Background: an optimization exercise with open tools, aiming at small area, a short achievable clock period and few clock cycles. Do not read the settings as production practice. Function was checked by simulation only, so behaviour that the tests miss may differ from the original. Power is estimated from default activity; no workload was simulated.

## flow/run.sh

```bash
#!/bin/bash
# synth_recipe.tcl (not shown) runs the flow's synth.tcl, then flattens the netlist and writes it again
# the make line also repeats each setting of config.mk as NAME=value (left out here)
make -C /OpenROAD-flow-scripts/flow DESIGN_CONFIG=/design/flow/config.mk WORK_HOME=/design/flow/orfs CLKGATE_MAP_FILE= SYNTH_SCRIPT=/design/flow/synth_recipe.tcl finish
```

## flow/config.mk

```make
export PLATFORM = sky130hd
export DESIGN_NAME = demosaic
export DESIGN_NICKNAME = demosaic
export VERILOG_FILES = /design/flow/design.v
export SDC_FILE = /design/flow/constraint.sdc
export NUM_CORES = 4
export LEC_CHECK = 0
export CAP_MARGIN = 20
export CORE_MARGIN = 2
export CORE_UTILIZATION = 40
export SLEW_MARGIN = 20
```

## flow/constraint.sdc

```tcl
create_clock -name core_clock -period 5.0 [get_ports {clk}]
set_input_delay 1.0000 -clock core_clock [delete_from_list [all_inputs] [get_ports {clk}]]
set_output_delay 1.0000 -clock core_clock [all_outputs]
set_load 0.01 [all_outputs]
```

## flow/design.v

```verilog
module demosaic(clk, reset, in_en, data_in, wr_r, addr_r, wdata_r, rdata_r, wr_g, addr_g, wdata_g, rdata_g, wr_b, addr_b, wdata_b, rdata_b, done);
input clk;
input reset;
input in_en;
input [7:0] data_in;
output reg wr_r;
output reg [13:0] addr_r;
output reg [7:0] wdata_r;
input [7:0] rdata_r;
output reg wr_g;
output reg [13:0] addr_g;
output reg [7:0] wdata_g;
input [7:0] rdata_g;
output reg wr_b;
output reg [13:0] addr_b;
output reg [7:0] wdata_b;
input [7:0] rdata_b;
output reg done;
parameter [3:0] GETDATA = 'd0,
                SETTING = 'd1,
                RESET = 'd2,
                GREEN_BLOCK1_GETDATA = 'd3,
                GREEN_BLOCK2_GETDATA = 'd4,
                RED_BLOCK_GETDATA = 'd5,
                BLUE_BLOCK_GETDATA = 'd6,
                WRITE_MEMORY = 'd7,
                RESULT = 'd8;
reg [3:0] state, nextstate;
reg [13:0] center;   
reg [2:0] counter;   
wire [6:0] cx_add1, cx_minus1, cy_add1, cy_minus1;
assign cx_add1 =  center[6:0] + 7'd1;
assign cx_minus1 =  center[6:0] - 7'd1;
assign cy_add1 =  center[13:7] + 7'd1;
assign cy_minus1 =  center[13:7] - 7'd1;
reg [15:0] r_tmp, g_tmp, b_tmp;
always @(*) begin
    case (state)
        GETDATA: nextstate = (center==16383)? SETTING : GETDATA;
        SETTING: nextstate = RESET;
        RESET:begin
            case ({center[7],center[0]})
                'b00: nextstate = GREEN_BLOCK1_GETDATA;
                'b11: nextstate = GREEN_BLOCK2_GETDATA;
                'b01: nextstate = RED_BLOCK_GETDATA;
                'b10: nextstate = BLUE_BLOCK_GETDATA;
                default: nextstate = GREEN_BLOCK1_GETDATA;
            endcase
        end
        GREEN_BLOCK1_GETDATA: nextstate = (counter<='d1)? GREEN_BLOCK1_GETDATA : WRITE_MEMORY;
        GREEN_BLOCK2_GETDATA: nextstate = (counter<='d1)? GREEN_BLOCK2_GETDATA : WRITE_MEMORY;
        RED_BLOCK_GETDATA: nextstate = (counter<='d3)? RED_BLOCK_GETDATA : WRITE_MEMORY;
        BLUE_BLOCK_GETDATA: nextstate = (counter<='d3)? BLUE_BLOCK_GETDATA : WRITE_MEMORY;
        WRITE_MEMORY: nextstate = (center<='d16253)? RESET : RESULT;
        RESULT: nextstate = RESULT;
        default: nextstate = GETDATA;
    endcase
end
always @(posedge clk or posedge reset) begin
    if (reset) begin
        state <= GETDATA;
    end else begin
        state <= nextstate;
    end
end
always @(posedge clk or posedge reset) begin
    if (reset) begin
        wr_r <= 0;
        wr_g <= 0;
        wr_b <= 0;
        addr_r <= 0;
        addr_g <= 0;
        addr_b <= 0;
        wdata_r <= 0;
        wdata_g <= 0;
        wdata_b <= 0;
        center <= 0;
        done <= 0;
    end else begin
        case (state)
            GETDATA: begin
                if (in_en) begin
                    center <= center + 1;
                    case ({center[7],center[0]})
                        'b00, 'b11: begin
                            wr_r <= 0;
                            wr_g <= 1;
                            wr_b <= 0;
                            addr_g <= center;
                            wdata_g <= data_in;
                        end
                        'b01: begin
                            wr_r <= 1;
                            wr_g <= 0;
                            wr_b <= 0;
                            addr_r <= center;
                            wdata_r <= data_in;
                        end
                        'b10: begin
                            wr_r <= 0;
                            wr_g <= 0;
                            wr_b <= 1;
                            addr_b <= center;
                            wdata_b <= data_in;
                        end
                    endcase
                end
            end
            SETTING: center <= 129;
            RESET: begin
                r_tmp <= 0;
                g_tmp <= 0;
                b_tmp <= 0;
                counter <= 0;
                wr_r <= 0;
                wr_g <= 0;
                wr_b <= 0;
            end
            GREEN_BLOCK1_GETDATA: begin
                counter <= counter + 1;
                if (counter<=1) begin
                    case (counter)
                        'd0: begin
                            addr_r <= {center[13:7], cx_minus1};
                            addr_b <= {cy_minus1, center[6:0]};
                        end
                        'd1: begin
                            addr_r <= {center[13:7], cx_add1};
                            addr_b <= {cy_add1, center[6:0]};
                        end
                    endcase
                end
                if (counter>=1) begin
                    r_tmp <= r_tmp + rdata_r;
                    b_tmp <= b_tmp + rdata_b;
                end
            end
            GREEN_BLOCK2_GETDATA: begin
                counter <= counter + 1;
                if (counter<=1) begin
                    case (counter)
                        'd0: begin
                            addr_r <= {cy_minus1, center[6:0]};
                            addr_b <= {center[13:7], cx_minus1};
                        end
                        'd1: begin
                            addr_r <= {cy_add1, center[6:0]};
                            addr_b <= {center[13:7], cx_add1};
                        end
                    endcase
                end
                if (counter>=1) begin
                    r_tmp <= r_tmp + rdata_r;
                    b_tmp <= b_tmp + rdata_b;
                end
            end
            RED_BLOCK_GETDATA: begin
                counter <= counter + 1;
                if (counter<=3) begin
                    case (counter)
                        'd0: begin
                            addr_g <= {cy_minus1, center[6:0]};
                            addr_b <= {cy_minus1, cx_minus1};                        
                        end
                        'd1: begin
                            addr_g <= {center[13:7], cx_minus1};
                            addr_b <= {cy_minus1, cx_add1};
                        end
                        'd2: begin
                            addr_g <= {center[13:7], cx_add1};
                            addr_b <= {cy_add1, cx_minus1};
                        end
                        'd3: begin
                            addr_g <= {cy_add1, center[6:0]};
                            addr_b <= {cy_add1, cx_add1};
                        end
                    endcase
                end
                if(counter>=1) begin
                    g_tmp <= g_tmp + rdata_g;
                    b_tmp <= b_tmp + rdata_b;
                end
            end
            BLUE_BLOCK_GETDATA: begin
                counter <= counter + 1;
                if (counter<=3) begin
                    case (counter)
                        'd0: begin
                            addr_r <= {cy_minus1, cx_minus1};
                            addr_g <= {cy_minus1, center[6:0]};
                        end
                        'd1: begin
                            addr_r <= {cy_minus1, cx_add1};
                            addr_g <= {center[13:7], cx_minus1};
                        end
                        'd2: begin
                            addr_r <= {cy_add1, cx_minus1};
                            addr_g <= {center[13:7], cx_add1};
                        end
                        'd3: begin
                            addr_r <= {cy_add1, cx_add1};
                            addr_g <= {cy_add1, center[6:0]};
                        end
                    endcase
                end
                if (counter>=1) begin
                    r_tmp <= rdata_r + r_tmp;
                    g_tmp <= rdata_g + g_tmp;
                end
            end
            WRITE_MEMORY: begin
                if (center[6:0]!=126) begin
                    center <= center + 1;
                end else begin
                    center <= center + 3;
                end
                addr_r <= center;
                addr_g <= center;
                addr_b <= center;
                case ({center[7], center[0]})
                    'b00, 'b11: begin
                        wr_r <= 1;
                        wr_g <= 0;
                        wr_b <= 1;
                        wdata_r <= r_tmp[8:1];
                        wdata_b <= b_tmp[8:1];
                    end
                    'b01: begin
                        wr_r <= 0;
                        wr_g <= 1;
                        wr_b <= 1;
                        wdata_g <= g_tmp[9:2];
                        wdata_b <= b_tmp[9:2];
                    end
                    'b10: begin
                        wr_r <= 1;
                        wr_g <= 1;
                        wr_b <= 0;
                        wdata_r <= r_tmp[9:2];
                        wdata_g <= g_tmp[9:2];
                    end
                endcase
            end
            RESULT: begin
                done <= 1;
            end
        endcase
    end
end
endmodule
```

==> run_results.csv <==
group,metric,value,unit
run_status,outcome,"timing/DRC/antenna clean",
global_routing,grt_use_total,24.00,%
final_layout,final_cell_mix,"nor2_1, clkdlybuf4s50_1, dfrtp_1",
logic_synthesis,synth_edf_count,33,
worst_setup_path,startpoint,"center[0]",
worst_setup_path,path_buf_inv,2,
detailed_routing,wl_per_cell,20.39,µm
placement,placedCellCount,1364,
die,die_w,153.9,µm
sta,rsz0062_at_grt,"no",
clock_network,clk-insertion-delay-late,440,ps
final_layout,fin_nets,1180,
clock_network,cts_tree,"yes",
clock_network,cts.sinks,121,
clock_network,hold_buffers,0,
logic_synthesis,ys_ff_latch,121,
sta,setup_ws,1340,ps
pwr,p_leak,4.288,nW
clock_network,post_cts_buffers,0,
final_layout,diodes,0,
detailed_routing,routed-via-count,8346,
pwr,net-switching-power,0.001359,W
clock_network,post_cts_resized,0,
final_layout,layout_commonest_cell,"nor2_1",
hold_path,hp-start,"wdata_r[0]",
worst_setup_path,slowest_stage,"ha_1",
sta,fin_crit_sh,73.20,%
pwr,vdd_drop_max,0.0002151,V
detailed_routing,wl_met2,13520,µm
detailed_routing,ant_nets,0,
die,ios,105,
global_routing,first_global_vias,7741,
detailed_routing,drc,0,
clock_network,clockBufferDepth,2,
clock_network,cts-root-buf,"clkbuf_16",
sta,holdWs,473.2,ps
clock_network,numCtsBuffers,17,
die,die-area,23670,µm²
sta,final-hold-violation-count,0,
pwr,clockPowerShare,31.6,%
worst_setup_path,worst_ep_required_time,5310,ps
worst_setup_path,critPathTopFamily,"adder cells",
worst_setup_path,ff2ff_path_depth,7,
sta,fin_skew,10.11,ps
pwr,p_seq_share,37.1,%
worst_setup_path,cp_data_arrival_time,3970,ps
logic_synthesis,syn_avg_cell_area,8.638,µm²
global_routing,grt_start_max_net_pins,52,
run,cap_violations,0,
clock_network,clkTransAtPathRegs,60,ps
global_routing,overflow,0,
pwr,internal-power,0.002492,W
die,core.rowCount,54,
worst_setup_path,crit_path_end_kind,"flip-flop",
global_routing,antenna_found_initial,1,
sta,fmax,0.2732,GHz
hold_path,hold_path_class,"reg2reg",
die,start_util,40.91,%
detailed_routing,highest_layer,"met5",
logic_synthesis,ys_warn_count,1,
worst_setup_path,r2r-start,"center[0]",
sta,fin_crit,3660,ps
placement,place_ws,1392,ps
detailed_routing,wl_met3,1820,µm
worst_setup_path,crit_type,"reg2reg",
worst_setup_path,cp_cell_sequence,"inv_1, ha_1, a21oi_1, o21ai_0, nand3_1, inv_1, mux2_2",
pwr,switching_share,35.29,%
pwr,p_comb_share,31.4,%
final_layout,instances_no_fill,1396,
worst_setup_path,timing.critical_path.mode_cell,"inv_1",
clock_network,htree_levels,4,
logic_synthesis,synth_top_flop_cell,"dfrtp_1",
worst_setup_path,r2r_end,"addr_b[6]",
final_layout,final_layout_size_suffix_gt1_share,8.154,%
placement,gp_congestion,0.9620,
sta,setup_viol,0,
detailed_routing,via_per_inst,5.979,
worst_setup_path,cpPeakStageDelay,730,ps
worst_setup_path,startpoint_type,"flip-flop",
detailed_routing,met1_length,12590,µm
final_layout,final_area,10680,µm²
worst_setup_path,cp_max_fo,22,
sta,slew_headroom,32.57,%
placement,io_buffers,104,
sta,slew_viol_final,0,
pwr,powerDensity,360.8,nW/µm²
worst_setup_path,worst-path-stages,7,
detailed_routing,wl,28460,µm
logic_synthesis,async_flop_share,72.73,%
die,core_area,21960,µm²
logic_synthesis,syn_nets,1117,
global_routing,grt_pass1_wl,44240,µm
detailed_routing,drt_first_pass_iters,8,
logic_synthesis,netlist_area,8984,µm²
die,fp.dieH,153.9,µm
placement,placed_area,10110,µm²
placement,hpwl,20980,µm
worst_setup_path,worst-r2r-setup-slack,1340,ps
final_layout,area_growth,18.83,%
logic_synthesis,synthDistinctLibCells,88,
worst_setup_path,crit_path_end,"addr_b[6]",
sta,worstMarginPinSlew,1011,ps
detailed_routing,drt_iter0_markers,832,
logic_synthesis,synthCells,1040,
sta,timing.setup.tns,0,ps
logic_synthesis,yosysSeqAreaShare,35.54,%
==> stage by stage <==
step / utilization, % / total power, W
global placement: 46.02 / 0.002628
global route: 48.62 / 0.004037
detailed placement: 46.02 / 0.002641
finish: 48.62 / 0.003851
CTS: 48.61 / 0.003855
floorplan: - / 0.002073
==> worst min path at each step <==
stage / end / slack [ps] / depth (start not counted)
2_1_floorplan: done / 510 / 1
3_3_place_gp: wdata_r[6] / 460 / 1
3_5_place_dp: wdata_r[0] / 470 / 1
4_1_cts: wdata_r[0] / 480 / 1
5_1_grt: wdata_b[5] / 500 / 1
6_report: wdata_r[0] / 470 / 1
==> sequential cells by signal, indices dropped and copies added (netlist names), 3 cells and up <==
register and cells:
g_tmp 10, addr_b 14, wdata_g 8, state 4, center 14, wdata_b 8, wdata_r 8, addr_r 14
addr_g 14, r_tmp 10, counter 3, b_tmp 10
==> cells by family after synthesis <==
logic type | synth area share (%)
compound gates | 25.43
fa+ha+maj | 6.100
mux | 4.596
xor+xnor | 3.705
flops | 35.54
buf+inv | 6.128
simple gates | 18.50
==> power groups by stage <==
stage          logic (W)  clock network [W]  registers (W)
6_report         0.00121            0.00122        0.00143
4_1_cts          0.00121            0.00122        0.00142
2_1_floorplan   0.000681                  0        0.00139
3_5_place_dp     0.00120                  0        0.00144
5_1_grt          0.00131            0.00127        0.00145
3_3_place_gp     0.00119                  0        0.00144
==> routing by layer <==
layer	track usage (%)	vias to the layer above
met5	0	-
met4	6.943	2
met3	4.904	48
met2	38.63	327
met1	32.84	4004
li1	-	3965
==> Yosys cell counts, drive strengths merged, types with 16 or more instances <==
cell type | number | area [µm²]
inv | 38 | 142.6
nand2 | 88 | 332.8
ha | 39 | 488.0
xnor2 | 26 | 227.7
nor2 | 110 | 420.4
nand3 | 31 | 177.7
a21o | 26 | 195.2
a31oi | 28 | 181.4
nor2b | 16 | 110.1
mux2i | 30 | 300.3
a21oi | 76 | 395.4
nor3 | 34 | 196.4
dfrtp | 88 | 2202
edfxtp | 33 | 991.0
clkbuf | 28 | 105.1
o21ai | 82 | 421.7
buf | 49 | 299.0
a211oi | 23 | 172.7
==> final cells by class <==
class / count / area, µm²
Clock buffer: 17 / 425.4
Clock inverter: 15 / 142.6
Fill cell: 2090 / 11280
Inverter: 39 / 148.9
Multi-Input combinational cell: 803 / 5246
Sequential cell: 121 / 3193
Tap cell: 280 / 350.3
Timing Repair Buffer: 121 / 1169
Testbench counts, summed over its fixed seeds: cycles 1,339,704.

[separate check: timing with driven ports]
Ports are ideal in the flow. The routed layout listed here was re-timed in OpenROAD.
Step 1, drivers: a clkbuf_16 drives clk and a buf_2 each remaining input, both assumed.
Step 2 moves the port delays by t, midway between the first and last clock arrival at a register: inputs arrive t later, outputs are due t later. That takes back most of the time a late clock gives input paths.
a / b / c = ideal ports / drivers / drivers and shift; a / b = the first two.
t, ns: 0.478
slack for setup (ns): 1.340 / 1.340 / 1.340
worst hold slack (ns): 0.473 / 0.473 / 0.473
pins driven straight from the clock port: 1
After both steps setup and hold are still met in this run. The setup slack of this run moves by 0.000 ns with the drivers and by 0.000 ns with both steps.
